This design comes from an exercise in tuning for small area and a short achievable clock period on the open sky130 flow, not from production work. RTL that was checked went through simulation tests only; none was proved equivalent to the original. The RTL of runs 3 and 6 was laid out without a check of its function. Power and IR drop assume default switching activity.

--- flow/run.sh ---
#!/bin/bash
# synth_recipe.tcl (not shown) runs the flow's synth.tcl, then flattens the netlist and writes it again
# the make line also repeats each setting of config.mk as NAME=value (left out here)
make -C /OpenROAD-flow-scripts/flow DESIGN_CONFIG=/design/flow/config.mk WORK_HOME=/design/flow/orfs CLKGATE_MAP_FILE= SYNTH_SCRIPT=/design/flow/synth_recipe.tcl finish
--- flow/config.mk ---
export PLATFORM = sky130hd
export DESIGN_NAME = fifo_ecc72
export DESIGN_NICKNAME = fifo_ecc72
export VERILOG_FILES = /design/flow/design.v
export SDC_FILE = /design/flow/constraint.sdc
export NUM_CORES = 4
export LEC_CHECK = 0
export ABC_CLOCK_PERIOD_IN_PS = 3000
export CAP_MARGIN = 20
export CORE_MARGIN = 2
export CORE_UTILIZATION = 65
export PLACE_DENSITY = 0.75
export SETUP_SLACK_MARGIN = 3.9
export SLEW_MARGIN = 20
--- flow/constraint.sdc ---
create_clock -name core_clock -period 7.0 [get_ports {clk}]
set_input_delay 1.4000 -clock core_clock [delete_from_list [all_inputs] [get_ports {clk}]]
set_output_delay 1.4000 -clock core_clock [all_outputs]
set_load 0.01 [all_outputs]
--- flow/design.v ---
module fifo_ecc72 (
    input         clk,
    input         RST,
    input         WREN,
    input  [63:0] DIN,
    input   [7:0] DINP,
    output        FULL,
    output        PROGFULL,
    output [13:0] WRCOUNT,
    output        WRERR,
    output        WRRSTBUSY,
    input         RDEN,
    output [63:0] DOUT,
    output  [7:0] DOUTP,
    output        EMPTY,
    output        PROGEMPTY,
    output [13:0] RDCOUNT,
    output        RDERR,
    output        RDRSTBUSY,
    output        SBITERR,
    output        DBITERR
);
    function [71:0] ham(input [71:0] x);
        ham = { x[63:57], x[70], x[56:26], x[69], x[25:11], x[68],
                x[10:4], x[67], x[3:1], x[66], x[0], x[65:64], x[71] };
    endfunction
    function [71:0] unham(input [71:0] h);
        unham = { h[0], h[64], h[32], h[16], h[8], h[4], h[2], h[1],
                  h[71:65], h[63:33], h[31:17], h[15:9], h[7:5], h[3] };
    endfunction
    function [16:0] grp(input [71:0] h);
        reg [7:0] lo;
        reg [8:0] hi;
        integer   k;
        begin
            lo = 8'd0;
            hi = 9'd0;
            for (k = 0; k < 72; k = k + 1) begin
                lo[k % 8] = lo[k % 8] ^ h[k];
                hi[k / 8] = hi[k / 8] ^ h[k];
            end
            grp = { hi, lo };
        end
    endfunction
    function [73:0] ecc_dec(input [71:0] h, input [16:0] g);
        reg  [7:0] lo;
        reg  [8:0] hi;
        reg  [7:0] s;
        reg  [7:0] lsel;
        reg  [8:0] hsel;
        reg [71:0] c;
        integer    k;
        begin
            lo = g[7:0];
            hi = g[16:8];
            s[0] = lo[1] ^ lo[3] ^ lo[5] ^ lo[7];
            s[1] = lo[2] ^ lo[3] ^ lo[6] ^ lo[7];
            s[2] = lo[4] ^ lo[5] ^ lo[6] ^ lo[7];
            s[3] = hi[1] ^ hi[3] ^ hi[5] ^ hi[7];
            s[4] = hi[2] ^ hi[3] ^ hi[6] ^ hi[7];
            s[5] = hi[4] ^ hi[5] ^ hi[6] ^ hi[7];
            s[6] = hi[8];
            s[7] = ^lo;
            for (k = 0; k < 8; k = k + 1)
                lsel[k] = s[7] & (s[2:0] == k);
            for (k = 0; k < 9; k = k + 1)
                hsel[k] = (s[6:3] == k);
            for (k = 0; k < 72; k = k + 1)
                c[k] = h[k] ^ (lsel[k % 8] & hsel[k / 8]);
            ecc_dec = { ~s[7] & (|s[6:0]), s[7], unham(c) };
        end
    endfunction
    reg busy;
    always @(posedge clk) busy <= RST & ~busy;
    assign WRRSTBUSY = busy;
    assign RDRSTBUSY = busy;
    reg full, empty;
    wire w = WREN & ~full & ~busy;
    wire r = RDEN & ~empty & ~busy;
    reg  [5:0] wcnt;
    reg        w_d, r_d;
    wire [5:0] occ = wcnt + {5'd0, w_d} - {5'd0, r_d};
    wire       occ1  = (occ == 6'd1);
    wire       occ31 = (occ == 6'd31);
    reg        le1;
    reg pfull, pempty;
    always @(posedge clk) begin
        w_d    <= w;
        r_d    <= r;
        wcnt   <= busy ? 6'd0 : occ;
        pfull  <= ~busy & (occ >= 6'd24);
        pempty <= busy | (occ <= 6'd4);
        empty  <= busy | (r & ~w & occ1) | (empty & ~w);
        full   <= ~busy & ((w & ~r & occ31) | (full & ~r));
        le1    <= busy | (occ == 6'd0) | (occ1 & ~(w & ~r)) | ((occ == 6'd2) & r & ~w);
    end
    reg [30:0] wsel, wseln;    
    reg [30:0] rsel;
    wire       rp_mv  = le1 ? (w & (empty | r)) : r;
    always @(posedge clk) begin
        wsel  <= busy ? 31'd1 : (w ? { wsel[29:0], wsel[30] } : wsel);
        wseln <= busy ? ~31'd1 : (w ? { wseln[29:0], wseln[30] } : wseln);
        rsel <= busy ? 31'd1 : (rp_mv ? { rsel[29:0], rsel[30] } : rsel);
    end
    wire [71:0] din_h = ham({ DINP, DIN });
    wire [71:0] mq [0:30];
    reg  [71:0] m_rd;
    integer     j;
    genvar i;
    generate
        for (i = 0; i < 31; i = i + 1) begin : g_word
            reg [71:0] q;
            wire       ld   = wsel[i] & ~full;
            wire       hold = wseln[i] | full;
            always @(posedge clk)
                q <= ({72{ld}} & din_h) | ({72{hold}} & q);
            assign mq[i] = q;
        end
    endgenerate
    always @* begin
        m_rd = 72'd0;
        for (j = 0; j < 31; j = j + 1)
            m_rd = m_rd | ({72{rsel[j]}} & mq[j]);
    end
    wire [71:0] h_nxt = le1 ? din_h : m_rd;
    reg  [71:0] H;
    reg  [16:0] HG;
    wire        h_en = empty | RDEN;
    always @(posedge clk)
        if (h_en) begin
            H  <= h_nxt;
            HG <= grp(h_nxt);
        end
    reg [73:0] dout;
    always @(posedge clk)
        if (busy)   dout <= 74'd0;
        else if (r) dout <= ecc_dec(H, HG);
    assign { DBITERR, SBITERR, DOUTP, DOUT } = dout;
    reg       rderr, wrerr, rden_seen;
    reg [5:0] rcnt;
    always @(posedge clk) begin
        rderr     <= RDEN & (empty | busy);
        wrerr     <= WREN & (full | busy);
        rden_seen <= ~busy & (rden_seen | RDEN);
        if (busy)           rcnt <= 6'd0;
        else if (rden_seen) rcnt <= occ;
    end
    assign FULL      = full;
    assign EMPTY     = empty;
    assign PROGFULL  = pfull;
    assign PROGEMPTY = pempty;
    assign WRERR     = wrerr;
    assign RDERR     = rderr;
    assign WRCOUNT   = { 8'd0, wcnt };
    assign RDCOUNT   = { 8'd0, rcnt };
endmodule
==> results by group, run 1 <==
STA
  – Clk_skew: 0.04421 ns
  – Setup TNS: 0 ns
  – Setup slack after layout: 3.723 ns
  – RSZ-0062 raised after global routing: true
  – Hold Violations, Final: 0
  – Fin crit share: 46.82%
  – Final setup vio count: 0
  – Minimum clock period: 3.277 ns
  – Worst Tran Pin Value: 1.340 ns
  – Hold_ws: 0.4211 ns
  – Slew HR: 10.67%
  – Max Clk Rate: 305.1 MHz
  – Final Slew Violations: 0

Floorplanning
  – IO Pins: 186
  – Initial Util: 65.28%
  – Core Area: 0.1411 mm^2
  – Die area: 0.1447 mm^2
  – Die X: 380.4 um
  – Chip height: 380.4 um
  – FP Rows: 138

Logic synthesis
  – Synth Instances: 8,130
  – Top FF cell, synth: dfxtp_1
  – Post-synthesis sequential area ratio: 55.53%
  – Number of synthesized register bits: 2,510
  – Count of flip-flops with a built-in enable after synthesis: 88
  – Top cells by area, synth: dfxtp_1 53%, a22o_1 25%, a221oi_1 3.3%
  – Synthesized cell area: 0.09208 mm^2
  – Synth warn: 1
  – Top cell type by total area after synthesis: dfxtp_1
  – Share of the synthesized area in the top cell type: 52.66%
  – Async S/R FF share, synth: 0%
  – Unique masters post-synth: 43
  – Synthesized area per cell: 11.33 um^2

Clock tree
  – Worst-path clk slew: 0.07 ns
  – CTS buffer count: 233
  – Clock insertion delay at the later pin of the skew report: 0.89 ns
  – Clock buffer depth: 3
  – Clk sink count: 2,510
  – H-tree levels: 4
  – CTS Root Cell: clkbuf_16
  – CTS tree: built

GRT
  – Vias in the first global route: 78,030
  – Pin count of the biggest net entering global routing: 97
  – First-pass GRT wire length: 591.9 mm
  – Tot GR Track Use: 56.81%
  – Grt total ovfl: 0
  – Initial antenna violation count: 35

Setup path
  – CP Buf/Inv Count: 4
  – Crit-path leading delay family: buffers and inverters
  – Setup crit start: full
  – CP max stage cell: buf_4
  – Reg2reg end: g_word[21].q[21]
  – WP data required: 7.81 ns
  – Reg2Reg Depth: 6
  – Setup crit start kind: flop
  – CP peak stage delay: 0.94 ns
  – Data arrival, critical path: 4.09 ns
  – Crit end category: flop
  – Flop2flop setup slack: 3.72 ns
  – Crit path cell chain: buf_12, buf_4, nor2b_4, buf_4, buf_4, a22o_1
  – Most frequent CP cell: buf_4
  – Kind of critical path: flop to flop
  – CP max FO: 40
  – Worst r2r src: full

Placement
  – RePlAce Congestion: 1.007
  – Placement Cell Area: 0.09395 mm^2
  – DP Wirelength: 206.8 mm
  – Setup Slack @ Placement: 2.961 ns
  – Port Buffer Count: 169

Pwr
  – Int Pwr: 0.02628 W
  – Fraction of power consumed by sequential logic: 41.4%
  – Comb pwr share: 26.4%
  – Pleak: 39.37 nW
  – Switch Pwr: 0.01429 W
  – Pwr Total: 0.04057 W
  – Clock share of power: 32.2%
  – Worst VDD drop: 0.3074 mV
  – PwrDens: 393.0 mW/mm^2
  – Switching share of total power: 35.22%

Drt
  – Final ANT Viol Nets: 0
  – Post-route DRC: 0
  – Routed WL: 436.0 mm
  – First-pass DRT Iterations: 12
  – Vias: 86,400
  – Vias per cell: 8.721
  – Iter 0 DRT Violations: 18,440
  – WL/cell: 44.02 um

Final layout
  – Layout cells sized above 1: 10.23%
  – Design Area, Final: 0.1032 mm^2
  – Nets: 7,860
  – Synthesis-to-finish area growth: 12.12%

Min path
  – Worst hold path depth: 2
  – HP Start: wseln[1]
  – Hold crit path type: flop to flop
  – WHS Endpoint: wseln[2]

Run
  – Max-cap violations: 0

Status
  – Run status: no timing/DRC/antenna violations
layer usage:
layer,track usage (%),vias up,wire (um)
met1,70.16,40880,139300
met3,29.52,3651,89740
li1,-,31120,-
met5,0.4299,-,519
met4,42.88,45,47290
met2,74.14,10700,159200
registers in the layout, summed over array words and instances (netlist names):
| register | flops |
|---|---|
| rcnt | 6 |
| wseln | 31 |
| wrerr | 1 |
| le1 | 1 |
| busy | 1 |
| g_word.q | 2232 |
| HG | 16 |
| w_d | 1 |
| rderr | 1 |
| r_d | 1 |
| pempty | 1 |
| H | 72 |
| wsel | 31 |
| rsel | 31 |
| empty | 1 |
| rden_seen | 1 |
| pfull | 1 |
| dout | 74 |
| wcnt | 6 |
| full | 1 |
power groups by stage:
stage	Sequential, W	Clock (W)	Combinational (W)
after floorplan	0.0166	0	0.00535
after global placement	0.0170	0	0.00928
after detailed placement	0.0170	0	0.00939
after CTS	0.0167	0.0129	0.00950
after global routing	0.0168	0.0134	0.0103
final	0.0168	0.0131	0.0107
tightest hold or removal path, cell delays in order, from the launching register on:
cell and delay (ns):
dfxtp_1 0.32, nand2_1 0.06, nand2_1 0.04
cell usage in the layout, fill, tap and decap left out, types with 12 or more instances in the layout:
| cell | count |
|---|---|
| diode_2 | 49 |
| clkdlybuf4s50_1 | 71 |
| clkbuf_16 | 246 |
| nor2_1 | 32 |
| a22o_1 | 2592 |
| a221oi_2 | 14 |
| clkinv_2 | 42 |
| nand4_1 | 147 |
| edfxtp_1 | 88 |
| clkbuf_1 | 60 |
| buf_8 | 12 |
| a21oi_1 | 115 |
| o32a_1 | 49 |
| dfxtp_4 | 34 |
| a22oi_1 | 360 |
| a221oi_1 | 346 |
| nand3b_1 | 75 |
| nand2b_1 | 34 |
| dlygate4sd2_1 | 94 |
| or2_4 | 32 |
| nand2_1 | 227 |
| bufinv_16 | 14 |
| clkbuf_8 | 49 |
| xnor2_2 | 17 |
| o21ai_0 | 137 |
| dfxtp_1 | 2386 |
| xnor2_1 | 93 |
| conb_1 | 16 |
| o32a_2 | 20 |
| xor2_1 | 86 |
| buf_4 | 196 |
| nand3_1 | 76 |
| buf_12 | 35 |
| nor2b_4 | 31 |
| buf_6 | 26 |
cell usage after synthesis (all sizes together), types with 88 or more instances:
| cell type | n |
|---|---|
| a21oi | 115 |
| a221oi | 360 |
| a22o | 2592 |
| a22oi | 361 |
| buf | 275 |
| clkbuf | 782 |
| dfxtp | 2422 |
| edfxtp | 88 |
| nand2 | 228 |
| nand4 | 147 |
| o21ai | 138 |
| xnor2 | 114 |
timing repair:
action	in CTS	in global routing
setup buffers	25	26
resized for setup	175	74
pin swaps	3	10
hold buffers	0	0
gates cloned	3	3
endpoints found under the setup margin	251	55
logic make-up (layout without fill, tap and decap cells):
family | after synthesis | count (layout) | synth area share (%)
compound gates | 3648 | 3648 | 33.32
simple gates | 683 | 685 | 3.923
fa+ha+maj | 7 | 7 | 0.1033
other cells | 1 | 65 | 0.004072
mux | 4 | 4 | 0.04348
flops | 2510 | 2510 | 55.53
xor+xnor | 209 | 209 | 2.173
buf+inv | 1068 | 888 | 4.912
cell type report:
class	count	area [um^2]
tap	1890	2365
fill	9712	37830
timing repair buffer	452	4582
inverter	11	53.80
antenna	49	122.6
clock buffer	352	6980
sequential	2510	51260
clock inverter	73	788.3
multi-input combinational	4569	37090
through the flow:
stage	std cells	util, %
detailed placement	9373	66.60
finish	9906	73.18
global route	9858	73.10
floorplan	8145	-
global placement	9372	66.58
CTS	9826	72.58
how the worst max path moves through the flow:
stage	endpoint	slack, ns	depth (start not counted)
floorplan	HG[0]	4.08	1
detailed placement	HG[6]	2.96	5
global route	HG[0]	3.86	8
global placement	HG[6]	3.04	5
CTS	HG[1]	3.75	8
finish	g_word[21].q[21]	3.72	6
==> run 2: changes to the inputs <==
--- a/flow/config.mk
+++ b/flow/config.mk
@@ -8,7 +8,10 @@
 export ABC_CLOCK_PERIOD_IN_PS = 3000
 export CAP_MARGIN = 20
 export CORE_MARGIN = 2
-export CORE_UTILIZATION = 65
-export PLACE_DENSITY = 0.75
-export SETUP_SLACK_MARGIN = 3.9
+export CORE_UTILIZATION = 52
+export CTS_BUF_LIST = sky130_fd_sc_hd__clkbuf_8
+export CTS_CLUSTER_DIAMETER = 50
+export CTS_CLUSTER_SIZE = 12
+export PLACE_DENSITY = 0.62
+export SETUP_SLACK_MARGIN = 4.1
 export SLEW_MARGIN = 20
==> run 2 against run 1 <==
  * Register-to-register slack gained 0.15 ns
  * First-iteration DRC count shrank 11%
  * Combinational power grew 7%
  * Area after synthesis is the same
  * Worst hold slack gained 0.0047 ns
  * Maximum frequency grew 4.8%
  * Sequential share of layout area grew 0.53 points
  * Via count shrank 2.6%
  * Routed wire length grew 8.2%
  * Cell area shrank 0.82%
  * Synthesized cell count is the same
==> results by group, run 2 <==
Clock tree
  – CTS buffer count: 236 (+1.3%)
  – Clock insertion delay at the later pin of the skew report: 1.09 ns (+0.20 ns)
  – CTS Root Cell: clkbuf_8
  – Clk sink count: 2,510 (unchanged)
  – Hold Buf Count CTS: 0 (unchanged)
  – Clock buffer depth: 3 (unchanged)
  – CTS tree: built
  – Worst-path clk slew: 0.08 ns (about the same)
  – H-tree levels: 4 (unchanged)

Floorplanning
  – IO Pins: 186 (unchanged)
  – FP Rows: 154 (+12%)
  – Die X: 424.8 um (+12%)
  – Initial Util: 52.29% (-13 points)
  – Core Area: 0.1761 mm^2 (+25%)
  – Chip height: 424.8 um (+12%)
  – Die area: 0.1805 mm^2 (+25%)

Final layout
  – Most flops, register: g_word.q
  – Layout cells sized above 1: 13.63% (+3.4 points)
  – Nets: 7,985 (+1.6%)
  – Commonest non-fill, non-tap cell in the layout: a22o_1
  – Largest registers: g_word.q: 2232 flops, dout: 74 flops, H: 72 flops
  – Max reg flops: 2,232 (unchanged)
  – Final Instance Count excl. Fillers: 10,360 (+4.6%)
  – Commonest non-fill, non-tap cells in the layout: 2,592 x a22o_1, 2,301 x dfxtp_1, 360 x a22oi_1
  – Synthesis-to-finish area growth: 11.20%

Drt
  – Vias per cell: 8.122 (-6.9%)
  – Final ANT Viol Nets: 0 (unchanged)
  – Routed WL: 471.7 mm (+8.2%)
  – First-pass DRT Iterations: 9 (-3)
  – Iter 0 DRT Violations: 16,430 (-11%)
  – Vias: 84,180 (-2.6%)
  – WL/cell: 45.51 um (+3.4%)
  – Post-route DRC: 0 (unchanged)

STA
  – Final setup vio count: 0 (unchanged)
  – Fin crit share: 44.68% (-2.1 points)
  – Setup TNS: 0 ns (unchanged)
  – Hold_ws: 0.4257 ns (+0.004654 ns)
  – Final Slew Violations: 0 (unchanged)
  – Max Clk Rate: 319.7 MHz (+4.8%)
  – Worst Tran Pin Value: 1.338 ns (-0.001508 ns)
  – Clk_skew: 0.06617 ns (+0.02196 ns)
  – Hold Violations, Final: 0 (unchanged)
  – Minimum clock period: 3.128 ns (-0.1496 ns)
  – Slew HR: 10.77% (+0.10 points)
  – RSZ-0062 raised after global routing: true

Placement
  – RePlAce Congestion: 0.9288 (-7.8%)
  – Inst Count DP: 9,838 (+5.0%)
  – DP Wirelength: 220.0 mm (+6.4%)
  – Port Buffer Count: 169 (unchanged)

Logic synthesis
  – Top FF cell, synth: dfxtp_1
  – Top cell type by total area after synthesis: dfxtp_1
  – Commonest cells post-synth: 2,592 x a22o_1, 2,422 x dfxtp_1, 782 x clkbuf_1, 361 x a22oi_1, 352 x a221oi_1
  – Post-synthesis sequential area ratio: 55.53% (unchanged)
  – Synth Instances: 8,130 (unchanged)
  – Top-count cell post-synth: a22o_1
  – Count of flip-flops with a built-in enable after synthesis: 88 (unchanged)
  – Synthesized area per cell: 11.33 um^2 (unchanged)
  – Number of synthesized register bits: 2,510 (unchanged)
  – Async S/R FF share, synth: 0% (unchanged)
  – Synth warn: 1 (unchanged)
  – Top cells by area, synth: dfxtp_1 53%, a22o_1 25%, a221oi_1 3.3%
  – Share of the synthesized area in the top cell type: 52.66% (unchanged)
  – Unique masters post-synth: 43 (unchanged)
  – Synthesized cell area: 0.09208 mm^2 (unchanged)

Setup path
  – WP data required: 7.97 ns (+0.16 ns)
  – Setup crit start kind: flop
  – Most frequent CP cell: buf_4
  – Data arrival, critical path: 4.10 ns (about the same)
  – CP max FO: 42 (+5.0%)
  – Crit path cell chain: buf_4, buf_8, or2_4, buf_4, a22o_1
  – Crit end category: flop
  – Kind of critical path: flop to flop
  – CP peak stage delay: 0.99 ns (+0.05 ns)
  – Crit-path leading delay family: buffers and inverters
  – CP Buf/Inv Count: 3 (-1)
  – CP max stage cell: or2_4

Pwr
  – Worst VDD drop: 0.3339 mV (+8.6%)
  – Pleak: 38.66 nW (-1.8%)
  – PwrDens: 359.4 mW/mm^2 (-8.5%)

GRT
  – Vias in the first global route: 76,110 (-2.5%)
  – Pin count of the biggest net entering global routing: 101 (+4.1%)
  – Tot GR Track Use: 49.76% (-7.0 points)
  – Grt total ovfl: 0 (unchanged)
  – Initial antenna violation count: 37 (+5.7%)
  – First-pass GRT wire length: 633.0 mm (+6.9%)

Min path
  – Hold crit path type: flop to flop

Status
  – Run status: no timing/DRC/antenna violations

Run
  – Max-cap violations: 0 (unchanged)
run 2: cell counts after synthesis:
Identical to the previous run, type by type.
run 2: routing by layer:
| layer | global-route usage, % | part of all wire [%] | up-vias |
|---|---|---|---|
| li1 | - | - | 31220 |
| met1 | 64.06 | 35 | 41130 |
| met2 | 67.64 | 38 | 9192 |
| met3 | 20.18 | 18 | 2618 |
| met4 | 34.04 | 9.1 | 24 |
| met5 | 0 | 0.055 | - |
run 2: path summary, 6_finish.rpt:
path,start,end,slack (ns),cells after the start
worst max register to register,full,g_word[2].q[23],3.87,5
worst min-delay path,wseln[8],wseln[9],0.43,2
worst min register to register,wseln[8],wseln[9],0.43,2
worst max-delay path,full,g_word[2].q[23],3.87,5
run 2: layout make-up:
| type | instances | area [um^2] |
|---|---|---|
| tap | 2340 | 2928 |
| clock buffer | 254 | 3496 |
| fill | 14660 | 73720 |
| clock inverter | 67 | 454.2 |
| antenna | 39 | 97.59 |
| sequential | 2510 | 51380 |
| inverter | 11 | 53.80 |
| multi-input combinational | 4568 | 37480 |
| timing repair buffer | 575 | 6505 |
run 2: tightest hold or removal path, delay by kind of cell (launching register included):
family	cells	cell delay (ns)
AND/OR/NAND/NOR	2	0.11
flip-flops	1	0.33
run 2: timing repair:
| action | 4_1_cts | 5_1_grt |
|---|---|---|
| gates cloned | 6 | 5 |
| resized for setup | 731 | 104 |
| buffers inserted | 109 | 45 |
| setup endpoints to repair | 884 | 263 |
| pin swaps | 2 | 23 |
run 2: kinds of logic (layout without fill, tap and decap cells):
logic type	Yosys count	after routing	share of synthesized area, %
flip-flops	2510	2510	55.53
AO/OA/AOI/OAI	3648	3648	33.32
AND/OR/NAND/NOR	683	684	3.923
multiplexers	4	4	0.04348
adder cells (fa/ha/maj)	7	7	0.1033
XOR/XNOR	209	209	2.173
buffers and inverters	1068	907	4.912
other	1	55	0.004072
run 2: where the power goes:
part	internal (W)	switching (W)	leakage [nW]	total, W
logic	0.00365	0.00788	15.9	0.0115
registers	0.0158	0.000893	20.6	0.0167
clock network	0.00342	0.00518	2.17	0.00859
run 2: per-stage QoR:
step	utilization [%]	power [W]	setup slack (ns)	cell area (um^2)
after floorplan	-	0.02196	4.380	92140
after global placement	53.73	0.02662	3.145	94620
after detailed placement	53.79	0.02668	3.116	94730
after CTS	57.49	0.03545	3.862	101300
after global routing	58.09	0.03710	3.962	102300
final	58.14	0.03680	3.872	102400
==> run 3: changes to the inputs <==
--- a/flow/design.v
+++ b/flow/design.v
@@ -94,12 +94,11 @@
         full   <= ~busy & ((w & ~r & occ31) | (full & ~r));
         le1    <= busy | (occ == 6'd0) | (occ1 & ~(w & ~r)) | ((occ == 6'd2) & r & ~w);
     end
-    reg [30:0] wsel, wseln;    
+    reg [30:0] wsel;
     reg [30:0] rsel;
     wire       rp_mv  = le1 ? (w & (empty | r)) : r;
     always @(posedge clk) begin
-        wsel  <= busy ? 31'd1 : (w ? { wsel[29:0], wsel[30] } : wsel);
-        wseln <= busy ? ~31'd1 : (w ? { wseln[29:0], wseln[30] } : wseln);
+        wsel <= busy ? 31'd1 : (w ? { wsel[29:0], wsel[30] } : wsel);
         rsel <= busy ? 31'd1 : (rp_mv ? { rsel[29:0], rsel[30] } : rsel);
     end
     wire [71:0] din_h = ham({ DINP, DIN });
@@ -110,10 +109,8 @@
     generate
         for (i = 0; i < 31; i = i + 1) begin : g_word
             reg [71:0] q;
-            wire       ld   = wsel[i] & ~full;
-            wire       hold = wseln[i] | full;
             always @(posedge clk)
-                q <= ({72{ld}} & din_h) | ({72{hold}} & q);
+                if (wsel[i] & ~full) q <= din_h;
             assign mq[i] = q;
         end
     endgenerate
--- a/flow/config.mk
+++ b/flow/config.mk
@@ -8,10 +8,10 @@
 export ABC_CLOCK_PERIOD_IN_PS = 3000
 export CAP_MARGIN = 20
 export CORE_MARGIN = 2
-export CORE_UTILIZATION = 52
+export CORE_UTILIZATION = 65
 export CTS_BUF_LIST = sky130_fd_sc_hd__clkbuf_8
 export CTS_CLUSTER_DIAMETER = 50
 export CTS_CLUSTER_SIZE = 12
-export PLACE_DENSITY = 0.62
+export PLACE_DENSITY = 0.75
 export SETUP_SLACK_MARGIN = 4.1
 export SLEW_MARGIN = 20
==> run 3 against run 2 <==
  * Still clean
  * Cell count fell by 28%
  * Core utilization rose by 16 points
  * Die area fell by 21%
  * Register-to-register slack improved by 0.04 ns
  * Critical path depth rose by 3
  * Critical endpoint is now HG[5]
  * Largest cell class unchanged
  * Largest power group unchanged
==> results by group, run 3 <==
STA
  – Max Clk Rate: 324.2 MHz (+1.4%)
  – Fin crit share: 44.07% (-0.62 points)
  – RSZ-0062 raised after global routing: true
  – Slew HR: 17.68% (+6.9 points)
  – Clk_skew: 0.07093 ns (+0.004760 ns)
  – Worst Tran Pin Value: 1.235 ns (-0.1036 ns)
  – Minimum clock period: 3.085 ns (-0.04325 ns)
  – Final setup vio count: 0 (unchanged)
  – Final Slew Violations: 0 (unchanged)
  – Setup TNS: 0 ns (unchanged)
  – Hold Violations, Final: 0 (unchanged)
  – Hold_ws: 0.4678 ns (+0.04210 ns)

Placement
  – Placement Cell Area: 0.09517 mm^2 (+0.46%)
  – Port Buffer Count: 169 (unchanged)
  – RePlAce Congestion: 0.8850 (-4.7%)
  – DP Wirelength: 142.3 mm (-35%)

Setup path
  – Worst setup path endpoint: HG[5]
  – Crit end category: flop
  – Kind of critical path: flop to flop
  – Crit path cell chain: buf_16, a22o_1, a221oi_1, nand3_1, o32a_4, xnor2_4, xnor3_2, xnor2_2
  – CP max stage cell: xnor3_2
  – Setup crit start: rsel[22]
  – CP peak stage delay: 0.58 ns (-0.41 ns)
  – Reg2Reg Depth: 8 (+3)
  – WP data required: 7.81 ns (-0.16 ns)
  – CP max FO: 29 (-31%)
  – Worst r2r src: rsel[22]
  – Flop2flop setup slack: 3.92 ns (+0.04 ns)
  – Data arrival, critical path: 3.89 ns (-0.21 ns)
  – Setup crit start kind: flop
  – Reg2reg end: HG[5]

Final layout
  – Fin util: 74.30% (+16 points)
  – Commonest non-fill, non-tap cells in the layout: 2,320 x edfxtp_1, 360 x a22oi_1, 360 x a22o_1
  – Largest registers: g_word.q: 2232 flops, dout: 74 flops, H: 72 flops
  – Design Area, Final: 0.1034 mm^2 (+1.0%)
  – Nets: 5,539 (-31%)
  – Most flops, register: g_word.q
  – Synthesis-to-finish area growth: 13.60%
  – Max reg flops: 2,232 (unchanged)
  – Commonest non-fill, non-tap cell in the layout: edfxtp_1
  – Layout cells sized above 1: 18.53% (+4.9 points)

Logic synthesis
  – Commonest cells post-synth: 2,320 x edfxtp_1, 361 x a22oi_1, 360 x a22o_1, 345 x a221oi_1
  – Compound-Gate Fraction of Synth Area: 12.13% (-21 points)
  – Mux cell area share after synthesis: 0.04398% (+0.00050 points)
  – Synth Instances: 5,018 (-38%)
  – Synth Area in XOR/XNOR: 2.198% (+0.025 points)
  – Synthesized area per cell: 18.14 um^2 (+60%)
  – Post-synthesis sequential area ratio: 80.03% (+25 points)
  – Largest family of logic cells by synthesized area: compound AO/OA/AOI/OAI gates
  – Unique masters post-synth: 44 (+2.3%)
  – Async S/R FF share, synth: 0% (unchanged)
  – Top-count cell post-synth: edfxtp_1
  – Count of flip-flops with a built-in enable after synthesis: 2,320 (+2500%)
  – Synthesized cell area: 0.09103 mm^2 (-1.1%)
  – Post-synthesis simple-gate area fraction: 3.497% (-0.43 points)
  – Adder-cell share of the synthesized area: 0.1045% (+0.0012 points)
  – Top cell type by total area after synthesis: edfxtp_1
  – Top FF cell, synth: edfxtp_1
  – Synth warn: 1 (unchanged)
  – Number of synthesized register bits: 2,479 (-1.2%)
  – Share of the synthesized area in the top cell type: 76.53% (+24 points)
  – Top cells by area, synth: edfxtp_1 77%, dfxtp_1 3.5%, a22o_1 3.5%

Drt
  – Final ANT Viol Nets: 0 (unchanged)
  – Post-route DRC: 0 (unchanged)
  – Iter 0 DRT Violations: 13,030 (-21%)
  – WL/cell: 44.89 um (-1.4%)
  – Vias: 59,210 (-30%)
  – Routed WL: 333.9 mm (-29%)
  – First-pass DRT Iterations: 9 (unchanged)
  – Vias per cell: 7.961 (-2.0%)

Clock tree
  – Worst-path clk slew: 0.10 ns (+0.02 ns)
  – Hold Buf Count CTS: 0 (unchanged)
  – Clock insertion delay at the later pin of the skew report: 1.06 ns (-0.03 ns)
  – CTS Root Cell: clkbuf_8
  – H-tree levels: 4 (unchanged)
  – CTS buffer count: 228 (-3.4%)
  – CTS tree: built
  – Clock buffer depth: 3 (unchanged)
  – Clk sink count: 2,479 (-1.2%)

Min path
  – Hold crit path type: flop to flop

Floorplanning
  – Initial Util: 65.40% (+13 points)
  – FP Rows: 137 (-11%)
  – Chip height: 378.2 um (-11%)
  – Die X: 378.2 um (-11%)
  – Die area: 0.1431 mm^2 (-21%)
  – IO Pins: 186 (unchanged)
  – Core Area: 0.1392 mm^2 (-21%)

Pwr
  – Worst VDD drop: 0.2482 mV (-26%)
  – Pleak: 33.00 nW (-15%)
  – PwrDens: 334.0 mW/mm^2 (-7.1%)

GRT
  – Tot GR Track Use: 45.18% (-4.6 points)
  – Initial antenna violation count: 17 (-54%)
  – Grt total ovfl: 0 (unchanged)
  – Pin count of the biggest net entering global routing: 121 (+20%)
  – First-pass GRT wire length: 432.3 mm (-32%)
  – Vias in the first global route: 53,450 (-30%)

Status
  – Run status: no timing/DRC/antenna violations

Run
  – Max-cap violations: 0 (unchanged)
run 3: through the flow:
step | std cells | total power, W | setup slack (ns)
final | 7437 | 0.03454 | 3.915
after global routing | 7414 | 0.03492 | 3.987
after floorplan | 5033 | 0.02201 | 2.915
after CTS | 7325 | 0.03307 | 4.013
after global placement | 6903 | 0.02512 | 2.790
after detailed placement | 6904 | 0.02519 | 2.753
run 3: final cells by class:
cell class              count  area (um^2)
flip-flops and latches   2479        73090
fillers                  7765        35780
multi-input cells        2211        17710
repair buffers            525         6536
clock buffers             235         3234
well taps                1876         2347
clock inverters            71        374.1
diodes                     29        72.57
inverters                  11        48.80
run 3: logic make-up after synthesis:
family	count (synthesis)
AOI/OAI and AO/OA	1385
xor gates and xnor gates	209
adders and majority gates	7
buffers and inverters	343
DFF	2479
muxes	4
other	1
and+or+nand+nor	590
run 3: worst min-delay path by stage:
stage / depth (start not counted) / start / slack (ns) / to
after floorplan: 2 / wsel[30] / 0.43 / wsel[0]
after global placement: 2 / wsel[30] / 0.45 / wsel[0]
after detailed placement: 2 / wsel[30] / 0.45 / wsel[0]
after CTS: 2 / wsel[30] / 0.46 / wsel[0]
after global routing: 2 / wsel[30] / 0.48 / wsel[0]
final: 2 / wsel[30] / 0.47 / wsel[0]
run 3: layer usage:
metal	vias to the layer above	GRT usage (%)	routed length [um]	part of all wire, %
met1	28600	58.23	100200	30
met5	-	1.166	869	0.26
li1	21560	-	-	-
met4	24	27.29	26860	8.0
met3	1728	19.74	68160	20
met2	7297	63.63	137700	41
run 3: what timing repair did:
item / CTS / global route
buffers inserted: 96 / 70
gates resized for setup: 708 / 186
pin swaps: 4 / 54
cloned: 19 / 13
endpoints found under the setup margin: 317 / 265
run 3: report_power, final:
part	total (W)	internal, W	switching [W]	leakage [nW]
Combinational	0.00858	0.00336	0.00522	8.53
Sequential	0.0182	0.0173	0.000819	22.4
Clock	0.00781	0.00305	0.00476	2.05
run 3: critical path: cells and delay by family (launching register included):
family / cells / cell delay, ns
compound gates: 3 / 0.94
xor+xnor: 3 / 1.06
buf+inv: 1 / 0.24
flops: 1 / 0.39
simple gates: 1 / 0.15
==> run 4: changes to the inputs <==
--- a/flow/design.v
+++ b/flow/design.v
@@ -94,11 +94,16 @@
         full   <= ~busy & ((w & ~r & occ31) | (full & ~r));
         le1    <= busy | (occ == 6'd0) | (occ1 & ~(w & ~r)) | ((occ == 6'd2) & r & ~w);
     end
-    reg [30:0] wsel;
+    reg [30:0] wsel, wseln;    
+    wire       to_full = w & ~r & occ31;
+    wire       unfull  = full & r;
     reg [30:0] rsel;
     wire       rp_mv  = le1 ? (w & (empty | r)) : r;
     always @(posedge clk) begin
-        wsel <= busy ? 31'd1 : (w ? { wsel[29:0], wsel[30] } : wsel);
+        wsel  <= busy ? 31'd1 : to_full ? 31'd0 : unfull ? rsel :
+                 (w ? { wsel[29:0], wsel[30] } : wsel);
+        wseln <= busy ? ~31'd1 : to_full ? ~31'd0 : unfull ? ~rsel :
+                 (w ? { wseln[29:0], wseln[30] } : wseln);
         rsel <= busy ? 31'd1 : (rp_mv ? { rsel[29:0], rsel[30] } : rsel);
     end
     wire [71:0] din_h = ham({ DINP, DIN });
@@ -110,7 +115,7 @@
         for (i = 0; i < 31; i = i + 1) begin : g_word
             reg [71:0] q;
             always @(posedge clk)
-                if (wsel[i] & ~full) q <= din_h;
+                q <= ({72{wsel[i]}} & din_h) | ({72{wseln[i]}} & q);
             assign mq[i] = q;
         end
     endgenerate
--- a/flow/config.mk
+++ b/flow/config.mk
@@ -8,10 +8,10 @@
 export ABC_CLOCK_PERIOD_IN_PS = 3000
 export CAP_MARGIN = 20
 export CORE_MARGIN = 2
-export CORE_UTILIZATION = 65
+export CORE_UTILIZATION = 52
 export CTS_BUF_LIST = sky130_fd_sc_hd__clkbuf_8
 export CTS_CLUSTER_DIAMETER = 50
 export CTS_CLUSTER_SIZE = 12
-export PLACE_DENSITY = 0.75
+export PLACE_DENSITY = 0.62
 export SETUP_SLACK_MARGIN = 4.1
 export SLEW_MARGIN = 20
==> run 4 against run 3 <==
  * Combinational power is 9.0% higher
  * Core utilization is 16 points lower
  * Cell area is 0.58% higher
  * Global-route usage is 5.4 points higher
  * Count of clock-buffer cells in the layout is 21 higher
  * Critical path depth is 3 higher
  * Via count is 46% higher
  * Synthesized cell count is 63% higher
  * Power is 4.4% higher
  * Maximum frequency is 0.33% higher
  * Routed wire length is 46% higher
  * Clock skew is 0.0013 ns lower
  * Critical path type unchanged
  * Largest cell class unchanged
==> results by group, run 4 <==
Floorplanning
  – Initial Util: 52.21% (-13 points)
  – Core Area: 0.1780 mm^2 (+28%)
  – Die area: 0.1822 mm^2 (+27%)
  – FP Rows: 155 (+13%)
  – Die X: 426.8 um (+13%)
  – IO Pins: 186 (unchanged)
  – Chip height: 426.8 um (+13%)

Final layout
  – Max reg flops: 2,232 (unchanged)
  – Commonest non-fill, non-tap cells in the layout: 2,589 x a22o_1, 2,238 x dfxtp_1, 360 x a22oi_1
  – Layout cells sized above 1: 15.46% (-3.1 points)
  – Largest registers: g_word.q: 2232 flops, dout: 74 flops, H: 72 flops
  – Commonest non-fill, non-tap cell in the layout: a22o_1
  – Most flops, register: g_word.q
  – Synthesis-to-finish area growth: 11.90%
  – FILL cells: 14,620 (+88%)
  – Nets: 8,052 (+45%)

Logic synthesis
  – Synthesized cell area: 0.09295 mm^2 (+2.1%)
  – Number of synthesized register bits: 2,510 (+1.3%)
  – Largest family of logic cells by synthesized area: compound AO/OA/AOI/OAI gates
  – Top cells by area, synth: dfxtp_1 52%, a22o_1 24%, a22oi_1 2.9%
  – Unique masters post-synth: 52 (+18%)
  – Share of the synthesized area in the top cell type: 52.16% (-24 points)
  – Post-synthesis sequential area ratio: 55.01% (-25 points)
  – Compound-Gate Fraction of Synth Area: 33.72% (+22 points)
  – Synth Area in XOR/XNOR: 2.243% (+0.045 points)
  – Mux cell area share after synthesis: 0.05384% (+0.0099 points)
  – Synthesized area per cell: 11.39 um^2 (-37%)
  – Top cell type by total area after synthesis: dfxtp_1
  – Async S/R FF share, synth: 0% (unchanged)
  – Commonest cells post-synth: 2,592 x a22o_1, 2,422 x dfxtp_1, 609 x clkbuf_1, 361 x a22oi_1, 284 x a221oi_1
  – Top-count cell post-synth: a22o_1
  – Count of flip-flops with a built-in enable after synthesis: 88 (-96%)
  – Top FF cell, synth: dfxtp_1
  – Post-synthesis simple-gate area fraction: 3.552% (+0.056 points)
  – Synth warn: 1 (unchanged)
  – Synth Instances: 8,163 (+63%)
  – Adder-cell share of the synthesized area: 0.1023% (-0.0022 points)

Setup path
  – CP Buf/Inv Count: 4 (+3)
  – Most frequent CP cell: buf_12
  – WP data required: 7.85 ns (+0.04 ns)
  – Kind of critical path: flop to flop
  – CP max FO: 8 (-72%)
  – Crit-path leading delay family: compound AO/OA/AOI/OAI gates
  – CP peak stage delay: 0.43 ns (-0.15 ns)
  – Setup crit start kind: flop
  – Data arrival, critical path: 3.92 ns (+0.03 ns)
  – CP max stage cell: o32a_4
  – Crit path cell chain: buf_12, buf_12, buf_16, buf_12, a22o_1, a221oi_1, nand4_1, o32a_4, xnor2_2, xnor3_1, xnor2_1
  – Crit end category: flop

Placement
  – Setup Slack @ Placement: 2.956 ns (+0.2039 ns)
  – Port Buffer Count: 169 (unchanged)
  – RePlAce Congestion: 0.8936 (+0.97%)
  – DP Wirelength: 214.3 mm (+51%)

Drt
  – WL/cell: 46.36 um (+3.3%)
  – First-pass DRT Iterations: 16 (+7)
  – Wire length on met1: 167.0 mm (+67%)
  – Metal2 WL: 184.2 mm (+34%)
  – Top layer used by detailed routing: met5
  – Post-route DRC: 0 (unchanged)
  – Vias per cell: 8.253 (+3.7%)
  – Iter 0 DRT Violations: 18,020 (+38%)
  – Vias: 86,550 (+46%)
  – Metal3 WL: 89.65 mm (+32%)
  – Final ANT Viol Nets: 0 (unchanged)
  – Routed WL: 486.2 mm (+46%)

Pwr
  – Worst VDD drop: 0.2782 mV (+12%)
  – PwrDens: 346.5 mW/mm^2 (+3.8%)
  – Pleak: 39.76 nW (+20%)

GRT
  – Grt total ovfl: 0 (unchanged)
  – Initial antenna violation count: 33 (+16)
  – Vias in the first global route: 76,170 (+43%)
  – Pin count of the biggest net entering global routing: 119 (-1.7%)
  – First-pass GRT wire length: 643.0 mm (+49%)
  – Tot GR Track Use: 50.59% (+5.4 points)

STA
  – Hold Violations, Final: 0 (unchanged)
  – Fin crit share: 43.92% (-0.15 points)
  – Final Slew Violations: 0 (unchanged)
  – Final setup vio count: 0 (unchanged)
  – Setup TNS: 0 ns (unchanged)
  – Slew HR: 4.188% (-13 points)
  – Max Clk Rate: 325.3 MHz (+0.33%)
  – Minimum clock period: 3.074 ns (-0.01021 ns)
  – Worst Tran Pin Value: 1.437 ns (+0.2024 ns)
  – Setup slack after layout: 3.926 ns (+0.01021 ns)
  – Clk_skew: 0.06961 ns (-0.001321 ns)
  – RSZ-0062 raised after global routing: true

Clock tree
  – CTS buffer count: 238 (+4.4%)
  – Hold Buf Count CTS: 0 (unchanged)
  – Worst-path clk slew: 0.09 ns (about the same)
  – H-tree levels: 4 (unchanged)
  – Clock buffer depth: 3 (unchanged)
  – Clk sink count: 2,510 (+1.3%)
  – CTS Root Cell: clkbuf_8
  – CTS tree: built
  – Clock insertion delay at the later pin of the skew report: 1.09 ns (+0.03 ns)

Run
  – Max-cap violations: 0 (unchanged)

Status
  – Run status: no timing/DRC/antenna violations

Min path
  – Hold crit path type: flop to flop
[run 4: report_power, final]
| part | switching, W | leakage (nW) | internal (W) |
|---|---|---|---|
| Combinational | 0.00529 | 16.9 | 0.00406 |
| Sequential | 0.00159 | 20.6 | 0.0163 |
| Clock | 0.00524 | 2.26 | 0.00360 |
[run 4: final cells by class]
cell class                 count  area (um^2)  area share, %
sequential                  2510        51630          49.64
clock buffer                 256         3523          3.388
clock inverter                77        590.6         0.5678
multi-input combinational   4600        37950          36.49
timing repair buffer         607         7132          6.857
inverter                      12        60.06        0.05774
tap                         2355         2947          2.833
antenna                       70        175.2         0.1684
[run 4: what timing repair did]
| item | 4_1_cts | 5_1_grt |
|---|---|---|
| setup buffers | 108 | 78 |
| resized for setup | 707 | 139 |
| pin swaps | 18 | 60 |
| endpoints found under the setup margin | 180 | 202 |
| gates cloned | 26 | 13 |
[run 4: cell families after synthesis]
group	after synthesis
multiplexers	5
AND/OR/NAND/NOR	711
AO/OA/AOI/OAI	3650
buffers and inverters	1069
other	1
XOR/XNOR	210
adder cells (fa/ha/maj)	7
flip-flops	2510
[run 4: per-layer routing]
| layer | global-route usage (%) | vias up |
|---|---|---|
| li1 | - | 31490 |
| met3 | 25.48 | 2903 |
| met1 | 62.90 | 42070 |
| met5 | 2.063 | - |
| met2 | 66.62 | 10050 |
| met4 | 36.20 | 32 |
[run 4: path summary, 6_finish.rpt]
path | slack (ns) | cells after the start | from | to
worst min-delay path | 0.47 | 1 | g_word[15].q[0] | g_word[15].q[0]
worst min register to register | 0.47 | 1 | g_word[15].q[0] | g_word[15].q[0]
worst max-delay path | 3.93 | 11 | rsel[12] | HG[3]
worst max register to register | 3.93 | 11 | rsel[12] | HG[3]
[run 4: through the flow]
stage / cell area [um^2] / power (W) / std cells / hold WS (ns) / util (%)
after detailed placement: 94980 / 0.02591 / 9859 / 0.4529 / 53.35
after global routing: 103900 / 0.03662 / 10430 / 0.4820 / 58.34
after global placement: 94970 / 0.02578 / 9859 / 0.4518 / 53.35
after floorplan: 93010 / 0.02256 / 8178 / 0.4397 / -
final: 104000 / 0.03604 / 10490 / 0.4743 / 58.42
after CTS: 102000 / 0.03490 / 10330 / 0.4769 / 57.32
==> run 5: changes to the inputs <==
--- a/flow/config.mk
+++ b/flow/config.mk
@@ -9,9 +9,9 @@
 export CAP_MARGIN = 20
 export CORE_MARGIN = 2
 export CORE_UTILIZATION = 52
-export CTS_BUF_LIST = sky130_fd_sc_hd__clkbuf_8
-export CTS_CLUSTER_DIAMETER = 50
-export CTS_CLUSTER_SIZE = 12
+export CTS_BUF_LIST = sky130_fd_sc_hd__clkbuf_16
+export CTS_CLUSTER_DIAMETER = 60
+export CTS_CLUSTER_SIZE = 20
 export PLACE_DENSITY = 0.62
-export SETUP_SLACK_MARGIN = 4.1
+export SETUP_SLACK_MARGIN = 4.2
 export SLEW_MARGIN = 20
==> run 5 against run 4 <==
  * Clock power up 19%
  * Count of clock-buffer cells in the layout fell by 79
  * Critical path depth fell by 5
  * Combinational power rose by 4.7%
  * Still clean
  * Global-route usage up 1.0 points
  * Via count is 0.18% lower
==> results by group, run 5 <==
Status
  – Run status: no timing/DRC/antenna violations

STA
  – Slew HR: 8.135% (+3.9 points)
  – Setup TNS: 0 ns (unchanged)
  – Fin crit share: 43.95% (about the same)
  – Minimum clock period: 3.077 ns (+0.002430 ns)
  – RSZ-0062 raised after global routing: true
  – Hold Violations, Final: 0 (unchanged)
  – Worst Tran Pin Value: 1.378 ns (-0.05921 ns)
  – Max Clk Rate: 325.0 MHz (about the same)
  – Final setup vio count: 0 (unchanged)
  – Clk_skew: 0.03588 ns (-0.03373 ns)
  – Final Slew Violations: 0 (unchanged)

Floorplanning
  – Core Area: 0.1780 mm^2 (unchanged)
  – FP Rows: 155 (unchanged)
  – Initial Util: 52.21% (unchanged)
  – IO Pins: 186 (unchanged)
  – Chip height: 426.8 um (unchanged)
  – Die X: 426.8 um (unchanged)
  – Die area: 0.1822 mm^2 (unchanged)

Drt
  – Post-route DRC: 0 (unchanged)
  – Routed WL: 493.5 mm (+1.5%)
  – Iter 0 DRT Violations: 16,920 (-6.1%)
  – Final ANT Viol Nets: 0 (unchanged)
  – Vias per cell: 8.237 (-0.20%)
  – Vias: 86,400 (-0.18%)
  – First-pass DRT Iterations: 13 (-3)
  – WL/cell: 47.05 um (+1.5%)

Final layout
  – Commonest non-fill, non-tap cell in the layout: a22o_1
  – Multi-input gate area: 0.03834 mm^2 (+1.0%)
  – Fin util: 59.62% (+1.2 points)
  – Design Area, Final: 0.1061 mm^2 (+2.1%)
  – FILL cells: 14,330 (-1.9%)
  – Nets: 8,058 (+0.075%)
  – Max reg flops: 2,232 (unchanged)
  – Most flops, register: g_word.q
  – Commonest non-fill, non-tap cells in the layout: 2,592 x a22o_1, 2,249 x dfxtp_1, 360 x a22oi_1
  – Reg area: 0.05160 mm^2 (about the same)
  – Synthesis-to-finish area growth: 14.20%
  – Final Instance Count excl. Fillers: 10,490 (+0.019%)
  – Largest registers: g_word.q: 2232 flops, dout: 74 flops, H: 72 flops
  – Layout cells sized above 1: 16.24% (+0.78 points)

Clock tree
  – CTS tree: built
  – H-tree levels: 4 (unchanged)
  – CTS buffer count: 168 (-29%)
  – Clk sink count: 2,510 (unchanged)
  – CTS Root Cell: clkbuf_16
  – Worst-path clk slew: 0.08 ns (about the same)
  – Clock buffer depth: 3 (unchanged)
  – Clock insertion delay at the later pin of the skew report: 0.89 ns (-0.20 ns)

Pwr
  – PwrDens: 358.8 mW/mm^2 (+3.5%)
  – Worst VDD drop: 0.3002 mV (+7.9%)
  – Pwr Total: 0.03809 W (+5.7%)
  – Pleak: 40.81 nW (+2.7%)

Logic synthesis
  – Top FF cell, synth: dfxtp_1
  – Count of flip-flops with a built-in enable after synthesis: 88 (unchanged)
  – Commonest cells post-synth: 2,592 x a22o_1, 2,422 x dfxtp_1, 609 x clkbuf_1, 361 x a22oi_1, 284 x a221oi_1
  – Top-count cell post-synth: a22o_1
  – Top cell type by total area after synthesis: dfxtp_1
  – Unique masters post-synth: 52 (unchanged)
  – Synth Instances: 8,163 (unchanged)
  – Synth warn: 1 (unchanged)
  – Post-synthesis sequential area ratio: 55.01% (unchanged)
  – Top cells by area, synth: dfxtp_1 52%, a22o_1 24%, a22oi_1 2.9%
  – Async S/R FF share, synth: 0% (unchanged)
  – Number of synthesized register bits: 2,510 (unchanged)
  – Synthesized area per cell: 11.39 um^2 (unchanged)
  – Synthesized cell area: 0.09295 mm^2 (unchanged)
  – Share of the synthesized area in the top cell type: 52.16% (unchanged)

GRT
  – Pin count of the biggest net entering global routing: 119 (unchanged)
  – Vias in the first global route: 76,430 (+0.33%)
  – Grt total ovfl: 0 (unchanged)
  – First-pass GRT wire length: 653.8 mm (+1.7%)
  – Initial antenna violation count: 36 (+9.1%)
  – Tot GR Track Use: 51.62% (+1.0 points)

Run
  – Max-cap violations: 0 (unchanged)

Setup path
  – Crit end category: flop
  – Data arrival, critical path: 3.71 ns (-0.21 ns)
  – Setup crit start kind: flop
  – Kind of critical path: flop to flop
  – WP data required: 7.63 ns (-0.22 ns)
  – CP max FO: 39 (+31)

Placement
  – Port Buffer Count: 169 (unchanged)
  – DP Wirelength: 214.3 mm (unchanged)
  – Inst Count DP: 9,859 (unchanged)
  – RePlAce Congestion: 0.8936 (unchanged)
  – Placement Cell Area: 0.09498 mm^2 (unchanged)

Min path
  – Hold crit path type: flop to flop
## run 5: metal layers
layer	wire length [um]	global-route usage (%)	up-vias
met5	1071	1.270	-
met4	48660	38.24	42
met3	93350	26.19	2996
met2	182500	67.52	9756
met1	167900	64.01	42030
li1	-	-	31570
## run 5: cell families (layout without fill, tap and decap cells)
logic type	Yosys count	in the layout	share of synthesized area, %
and+or+nand+nor	711	712	3.552
buffers and inverters	1069	975	5.314
DFF	2510	2510	55.01
muxes	5	5	0.05385
adders and majority gates	7	7	0.1023
xor gates and xnor gates	210	210	2.243
AOI/OAI and AO/OA	3650	3652	33.72
other	1	63	0.004034
## run 5: timing repair
item,CTS,global route
buffers inserted,184,68
resized for setup,714,122
hold buffers,0,0
endpoints found under the setup margin,278,132
gates cloned,37,11
pin swaps,71,73
## run 5: layout make-up
type / count / area share [%]
Sequential cell: 2510 / 48.61
Clock inverter: 105 / 0.8805
Antenna cell: 47 / 0.1108
Clock buffer: 177 / 4.173
Multi-Input combinational cell: 4602 / 36.12
Tap cell: 2355 / 2.776
Inverter: 12 / 0.05894
Timing Repair Buffer: 681 / 7.270
## run 5: per-stage QoR
| stage | hold slack, ns | setup slack (ns) |
|---|---|---|
| after floorplan | 0.4397 | 4.385 |
| after global placement | 0.4518 | 2.993 |
| after detailed placement | 0.4529 | 2.956 |
| after CTS | 0.4710 | 4.105 |
| after global routing | 0.4827 | 4.007 |
| final | 0.4641 | 3.923 |
## run 5: worst paths after layout
check / to / slack, ns / startpoint / cells past startpoint
max reg2reg: HG[0] / 3.92 / le1 / 6
max: HG[0] / 3.92 / le1 / 6
min reg2reg: dout[50] / 0.46 / dout[50] / 2
min: dout[50] / 0.46 / dout[50] / 2
## run 5: power breakdown
group          total (W)  internal, W  switching [W]  leakage, nW
Combinational    0.00979      0.00421        0.00558         17.5
Sequential        0.0178       0.0163        0.00153         20.6
Clock             0.0105      0.00498        0.00554         2.69
Total             0.0381       0.0254         0.0126         40.8
## run 5: critical path, cell delays in order, from the launching register on
cell and delay (ns):
dfxtp_4 0.51, inv_12 0.41, buf_6 0.49, o32a_1 0.58, xnor2_2 0.18, xnor3_1 0.43
xnor2_1 0.13
==> run 6: changes to the inputs <==
==> flow/design.v (replaced) <==
module fifo_ecc72 (
    input         clk,
    input         RST,
    input         WREN,
    input  [63:0] DIN,
    input   [7:0] DINP,
    output        FULL,
    output        PROGFULL,
    output [13:0] WRCOUNT,
    output        WRERR,
    output        WRRSTBUSY,
    input         RDEN,
    output [63:0] DOUT,
    output  [7:0] DOUTP,
    output        EMPTY,
    output        PROGEMPTY,
    output [13:0] RDCOUNT,
    output        RDERR,
    output        RDRSTBUSY,
    output        SBITERR,
    output        DBITERR
);
    function [73:0] ecc_dec(input [71:0] x);
        reg [63:0] d;
        reg  [7:0] dp;
        reg  [7:0] s;
        reg [71:0] h;
        integer    k;
        begin
            d  = x[63:0];
            dp = x[71:64];
            s[0] = dp[0] ^ ^(d & 64'b1010101_1010101010101010101010101010101_101010101010101_1010101_101_1);
            s[1] = dp[1] ^ ^(d & 64'b1100110_1100110011001100110011001100110_110011001100110_1100110_110_1);
            s[2] = dp[2] ^ ^(d & 64'b1111000_1111000011110000111100001111000_111100001111000_1111000_111_0);
            s[3] = dp[3] ^ ^(d & 64'b0000000_1111111100000000111111110000000_111111110000000_1111111_000_0);
            s[4] = dp[4] ^ ^(d & 64'b0000000_1111111111111111000000000000000_111111111111111_0000000_000_0);
            s[5] = dp[5] ^ ^(d & 64'b0000000_1111111111111111111111111111111_000000000000000_0000000_000_0);
            s[6] = dp[6] ^ ^(d & 64'b1111111_0000000000000000000000000000000_000000000000000_0000000_000_0);
            s[7] = ^x;
            h = { d[63:57], dp[6], d[56:26], dp[5], d[25:11], dp[4],
                  d[10:4], dp[3], d[3:1], dp[2], d[0], dp[1:0], dp[7] };
            for (k = 0; k < 72; k = k + 1)
                h[k] = h[k] ^ (s[7] & (s[6:0] == k));
            ecc_dec = { ~s[7] & (|s[6:0]), s[7],
                        h[0], h[64], h[32], h[16], h[8], h[4], h[2], h[1],
                        h[71:65], h[63:33], h[31:17], h[15:9], h[7:5], h[3] };
        end
    endfunction
    reg busy;
    always @(posedge clk) busy <= RST & ~busy;
    assign WRRSTBUSY = busy;
    assign RDRSTBUSY = busy;
    reg full, empty;
    wire w = WREN & ~full & ~busy;
    wire r = RDEN & ~empty & ~busy;
    reg  [5:0] wcnt;
    reg        w_d, r_d;
    wire [5:0] occ = wcnt + {5'd0, w_d} - {5'd0, r_d};
    wire       occ1  = (occ == 6'd1);
    wire       occ31 = (occ == 6'd31);
    wire       le1   = empty | occ1;
    reg pfull, pempty;
    always @(posedge clk) begin
        w_d    <= w;
        r_d    <= r;
        wcnt   <= busy ? 6'd0 : occ;
        pfull  <= ~busy & (occ >= 6'd24);
        pempty <= busy | (occ <= 6'd4);
        empty  <= busy | (r & ~w & occ1) | (empty & ~w);
        full   <= ~busy & ((w & ~r & occ31) | (full & ~r));
    end
    reg [71:0] M [0:30];
    reg  [4:0] wp, rp;
    wire [4:0] wp_inc = (wp == 5'd30) ? 5'd0 : wp + 5'd1;
    wire [4:0] rp_inc = (rp == 5'd30) ? 5'd0 : rp + 5'd1;
    wire       rp_mv  = le1 ? (w & (empty | r)) : r;
    always @(posedge clk) begin
        if (w) M[wp] <= { DINP, DIN };
        wp <= busy ? 5'd0 : (w ? wp_inc : wp);
        rp <= busy ? 5'd0 : (rp_mv ? rp_inc : rp);
    end
    reg [71:0] H;
    wire       h_en = empty ? WREN : RDEN;
    always @(posedge clk)
        if (h_en) H <= le1 ? { DINP, DIN } : M[rp];
    reg [73:0] dout;
    always @(posedge clk)
        if (busy)   dout <= 74'd0;
        else if (r) dout <= ecc_dec(H);
    assign { DBITERR, SBITERR, DOUTP, DOUT } = dout;
    reg rderr, wrerr, rden_seen, rdv;
    always @(posedge clk) begin
        rderr     <= RDEN & (empty | busy);
        wrerr     <= WREN & (full | busy);
        rden_seen <= ~busy & (rden_seen | RDEN);
        rdv       <= rden_seen;
    end
    assign FULL      = full;
    assign EMPTY     = empty;
    assign PROGFULL  = pfull;
    assign PROGEMPTY = pempty;
    assign WRERR     = wrerr;
    assign RDERR     = rderr;
    assign WRCOUNT   = { 8'd0, wcnt };
    assign RDCOUNT   = { 8'd0, wcnt & {6{rdv}} };
endmodule
==> flow/config.mk (replaced) <==
export PLATFORM = sky130hd
export DESIGN_NAME = fifo_ecc72
export DESIGN_NICKNAME = fifo_ecc72
export VERILOG_FILES = /design/flow/design.v
export SDC_FILE = /design/flow/constraint.sdc
export NUM_CORES = 4
export LEC_CHECK = 0
export CAP_MARGIN = 20
export CORE_MARGIN = 2
export CORE_UTILIZATION = 40
export SLEW_MARGIN = 20
==> run 6 against run 5 <==
  * Still clean on timing, DRC and antenna
  * Register-to-register slack got worse by 1.1 ns
  * Maximum frequency fell by 26%
  * Cell area rose by 1.7%
  * Die area rose by 31%
  * Combinational power rose by 61%
  * Cell count fell by 24%
  * Clock power rose by 18%
  * First-iteration DRC count fell by 70%
  * Sequential power fell by 4%
  * Non-clock buffer count fell by 378
  * Clock skew fell by 0.0040 ns
  * Largest cell class unchanged
==> results by group, run 6 <==
GRT
  – First-pass GRT wire length: 346.2 mm (-47%)
  – Vias in the first global route: 45,710 (-40%)
  – Grt total ovfl: 0 (unchanged)
  – Pin count of the biggest net entering global routing: 145 (+22%)
  – Tot GR Track Use: 20.36% (-31 points)
  – Initial antenna violation count: 11 (-69%)

Drt
  – Routed WL: 244.7 mm (-50%)
  – First-pass DRT Iterations: 6 (-7)
  – Vias per cell: 5.686 (-31%)
  – Iter 0 DRT Violations: 5,052 (-70%)
  – Post-route DRC: 0 (unchanged)
  – Vias: 45,530 (-47%)
  – Final ANT Viol Nets: 0 (unchanged)
  – WL/cell: 30.56 um (-35%)

Logic synthesis
  – Top FF cell, synth: edfxtp_1
  – Unique masters post-synth: 48 (-7.7%)
  – Number of synthesized register bits: 2,410 (-4.0%)
  – Top-count cell post-synth: edfxtp_1
  – Count of flip-flops with a built-in enable after synthesis: 2,304 (+2500%)
  – Synthesized area per cell: 21.61 um^2 (+90%)
  – Synth Instances: 4,358 (-47%)
  – Synth warn: 1 (unchanged)
  – Async S/R FF share, synth: 0% (unchanged)
  – Top cells by area, synth: edfxtp_1 73%, mux4_2 15%, dfxtp_1 2.3%
  – Post-synthesis sequential area ratio: 75.73% (+21 points)
  – Synthesized cell area: 0.09416 mm^2 (+1.3%)
  – Share of the synthesized area in the top cell type: 73.48% (+21 points)
  – Commonest cells post-synth: 2,304 x edfxtp_1, 648 x mux4_2, 160 x clkbuf_1, 146 x mux2i_1, 146 x o21ai_0
  – Top cell type by total area after synthesis: edfxtp_1

Final layout
  – Synthesis-to-finish area growth: 14.62%
  – Most flops, register: M
  – Commonest non-fill, non-tap cell in the layout: edfxtp_1
  – Largest registers: M: 2232 flops, dout: 74 flops, H: 72 flops
  – Max reg flops: 2,232 (unchanged)
  – Design Area, Final: 0.1079 mm^2 (+1.7%)
  – Fin util: 45.98% (-14 points)
  – Commonest non-fill, non-tap cells in the layout: 2,304 x edfxtp_1, 648 x mux4_2, 246 x clkbuf_16
  – Nets: 4,750 (-41%)
  – Layout cells sized above 1: 24.61% (+8.4 points)

STA
  – Setup slack after layout: 2.817 ns (-1.106 ns)
  – RSZ-0062 raised after global routing: false
  – Slew HR: 25.02% (+17 points)
  – Hold Violations, Final: 0 (unchanged)
  – Final Slew Violations: 0 (unchanged)
  – Clk_skew: 0.03191 ns (-0.003973 ns)
  – Worst Tran Pin Value: 1.122 ns (-0.2559 ns)
  – Max Clk Rate: 239.1 MHz (-26%)
  – Final setup vio count: 0 (unchanged)
  – Minimum clock period: 4.183 ns (+1.106 ns)
  – Fin crit share: 59.75% (+16 points)
  – Setup TNS: 0 ns (unchanged)

Setup path
  – Crit path cell chain: xnor3_1, xnor3_1, xnor3_1, xnor3_1, xnor3_1, nand4bb_2, or3_1, a31oi_1
  – Flop2flop setup slack: 2.82 ns (-1.11 ns)
  – Kind of critical path: flop to flop
  – Data arrival, critical path: 4.96 ns (+1.25 ns)
  – Most frequent CP cell: xnor3_1
  – CP max stage cell: nand4bb_2
  – CP max FO: 32 (-18%)
  – Crit-path leading delay family: XOR/XNOR gates
  – Reg2Reg Depth: 8 (+2)
  – CP peak stage delay: 0.81 ns (+0.23 ns)
  – Crit end category: flop
  – Reg2reg end: dout[37]
  – WP data required: 7.78 ns (+0.15 ns)
  – Setup crit start kind: flop
  – Setup crit start: H[31]
  – Worst r2r src: H[31]
  – CP Buf/Inv Count: 0 (-2)

Floorplanning
  – Core Area: 0.2347 mm^2 (+32%)
  – Initial Util: 40.11% (-12 points)
  – Chip height: 489.2 um (+15%)
  – Die area: 0.2393 mm^2 (+31%)
  – IO Pins: 186 (unchanged)
  – Die X: 489.2 um (+15%)
  – FP Rows: 178 (+15%)

Min path
  – Worst hold path depth: 0 (-2)
  – WHS Endpoint: rdv
  – HP Start: rden_seen
  – Hold crit path type: flop to flop

Clock tree
  – Hold Buf Count CTS: 0 (unchanged)
  – H-tree levels: 4 (unchanged)
  – Clock insertion delay at the later pin of the skew report: 0.88 ns (about the same)
  – Setup Buffers After CTS: 0 (-100%)
  – CTS buffer count: 236 (+40%)
  – CTS Root Cell: clkbuf_16
  – CTS tree: built
  – Clock buffer depth: 3 (unchanged)
  – Clk sink count: 2,410 (-4.0%)
  – CTS resizes: 0 (-100%)
  – Worst-path clk slew: 0.07 ns (about the same)

Placement
  – DP Wirelength: 137.0 mm (-36%)
  – Placement Cell Area: 0.1004 mm^2 (+5.7%)
  – RePlAce Congestion: 0.8524 (-4.6%)
  – Port Buffer Count: 169 (unchanged)
  – Setup Slack @ Placement: 2.149 ns (-0.8076 ns)

Run
  – Max-cap violations: 0 (unchanged)

Pwr
  – Pleak: 32.96 nW (-19%)
  – PwrDens: 419.4 mW/mm^2 (+17%)
  – Worst VDD drop: 1.060 mV (+250%)

Status
  – Run status: no timing/DRC/antenna violations
==> run 6: cell types whose count changed in the layout (fill, tap and decap cells not counted), sizes merged, moves of 142 or more <==
cell,change
a22o,-2592
mux4,+648
a22oi,-361
buf,-423
nand4,-142
edfxtp,+2216
dfxtp,-2316
nand2,-167
a221oi,-360
==> run 6: logic make-up (layout without fill, tap and decap cells) <==
kind of cell | after synthesis | in the layout | share of synthesized area [%]
mux | 794 | 794 | 17.05
buf+inv | 272 | 754 | 1.163
compound gates | 408 | 408 | 2.561
simple gates | 334 | 334 | 1.652
flops | 2410 | 2410 | 75.73
xor+xnor | 126 | 126 | 1.661
fa+ha+maj | 13 | 13 | 0.1807
other cells | 1 | 19 | 0.003982
==> run 6: power by group <==
| part | switching [W] | total (W) | internal (W) |
|---|---|---|---|
| logic | 0.00921 | 0.0158 | 0.00654 |
| clock network | 0.00537 | 0.0124 | 0.00707 |
| registers | 0.000749 | 0.0171 | 0.0163 |
| total | 0.0153 | 0.0453 | 0.0299 |
==> run 6: worst max path at each step <==
stage | to | cells past startpoint
floorplan | M[30][0] | 4
global placement | M[10][13] | 6
detailed placement | M[8][13] | 6
CTS | dout[37] | 8
global route | dout[37] | 8
finish | dout[37] | 8
==> run 6: final cells by class <==
type                    count  area (um^2)
inverters                  19        71.32
flip-flops and latches   2410        71330
repair buffers            303         2962
multi-input cells        1691        22080
clock inverters           139         1139
clock buffers             293         6402
diodes                      3        7.507
well taps                3150         3941
fillers                 19520       126800
==> run 6: routing by layer <==
layer	vias up	wire length [um]	global-route usage, %
met3	358	14000	2.872
met2	1681	123300	34.20
met4	6	9593	7.707
li1	18790	-	-
met5	-	35	0
met1	24700	97730	26.99
==> run 6: through the flow <==
step	total power (W)	std cells	hold slack, ns
2_1_floorplan	0.02846	4373	0.3317
3_3_place_gp	0.03263	7570	0.3366
3_5_place_dp	0.03292	7571	0.3406
4_1_cts	0.04535	8003	0.3769
5_1_grt	0.04692	8006	0.3794
6_report	0.04527	8008	0.3656

what the ideal ports hide:
The results above use ideal ports. As a check the final layouts listed here were re-extracted and re-timed, cells and wires unchanged.
Step 1: set_driving_cell puts a clkbuf_16 on clk and a buf_2 on each other input, an assumption about the parent block.
Step 2 also shifts input and output timing later by t, the mid clock arrival at the registers, as if the neighbouring blocks saw the same clock.
Three values: ideal, step 1, step 2; two values: the first two.
run | t, ns | slack for setup (ns) | hold WS [ns] | worst data-port slew with drivers (ns) | pins driven straight from the clock port
run 1 | 0.959 | 3.723 / 3.723 / 3.021 | 0.421 / 0.421 / 0.421 | 0.15 | 1
run 2 | 1.148 | 3.872 / 3.832 / 3.208 | 0.426 / 0.426 / 0.426 | 0.15 | 1
run 3 | 1.108 | 3.915 / 3.915 / 2.845 | 0.468 / 0.468 / 0.468 | 0.18 | 1
run 4 | 1.155 | 3.926 / 3.848 / 2.988 | 0.474 / 0.474 / 0.474 | 0.09 | 1
run 5 | 0.968 | 3.923 / 3.923 / 3.185 | 0.464 / 0.464 / 0.464 | 0.09 | 1
run 6 | 0.937 | 2.817 / 2.817 / 2.121 | 0.366 / 0.366 / 0.366 | 0.15 | 1
After both steps setup and hold are still met in every run listed. For run 3, which loses most, drivers alone change the setup slack by 0.000 ns; drivers and shift together by -1.070 ns.
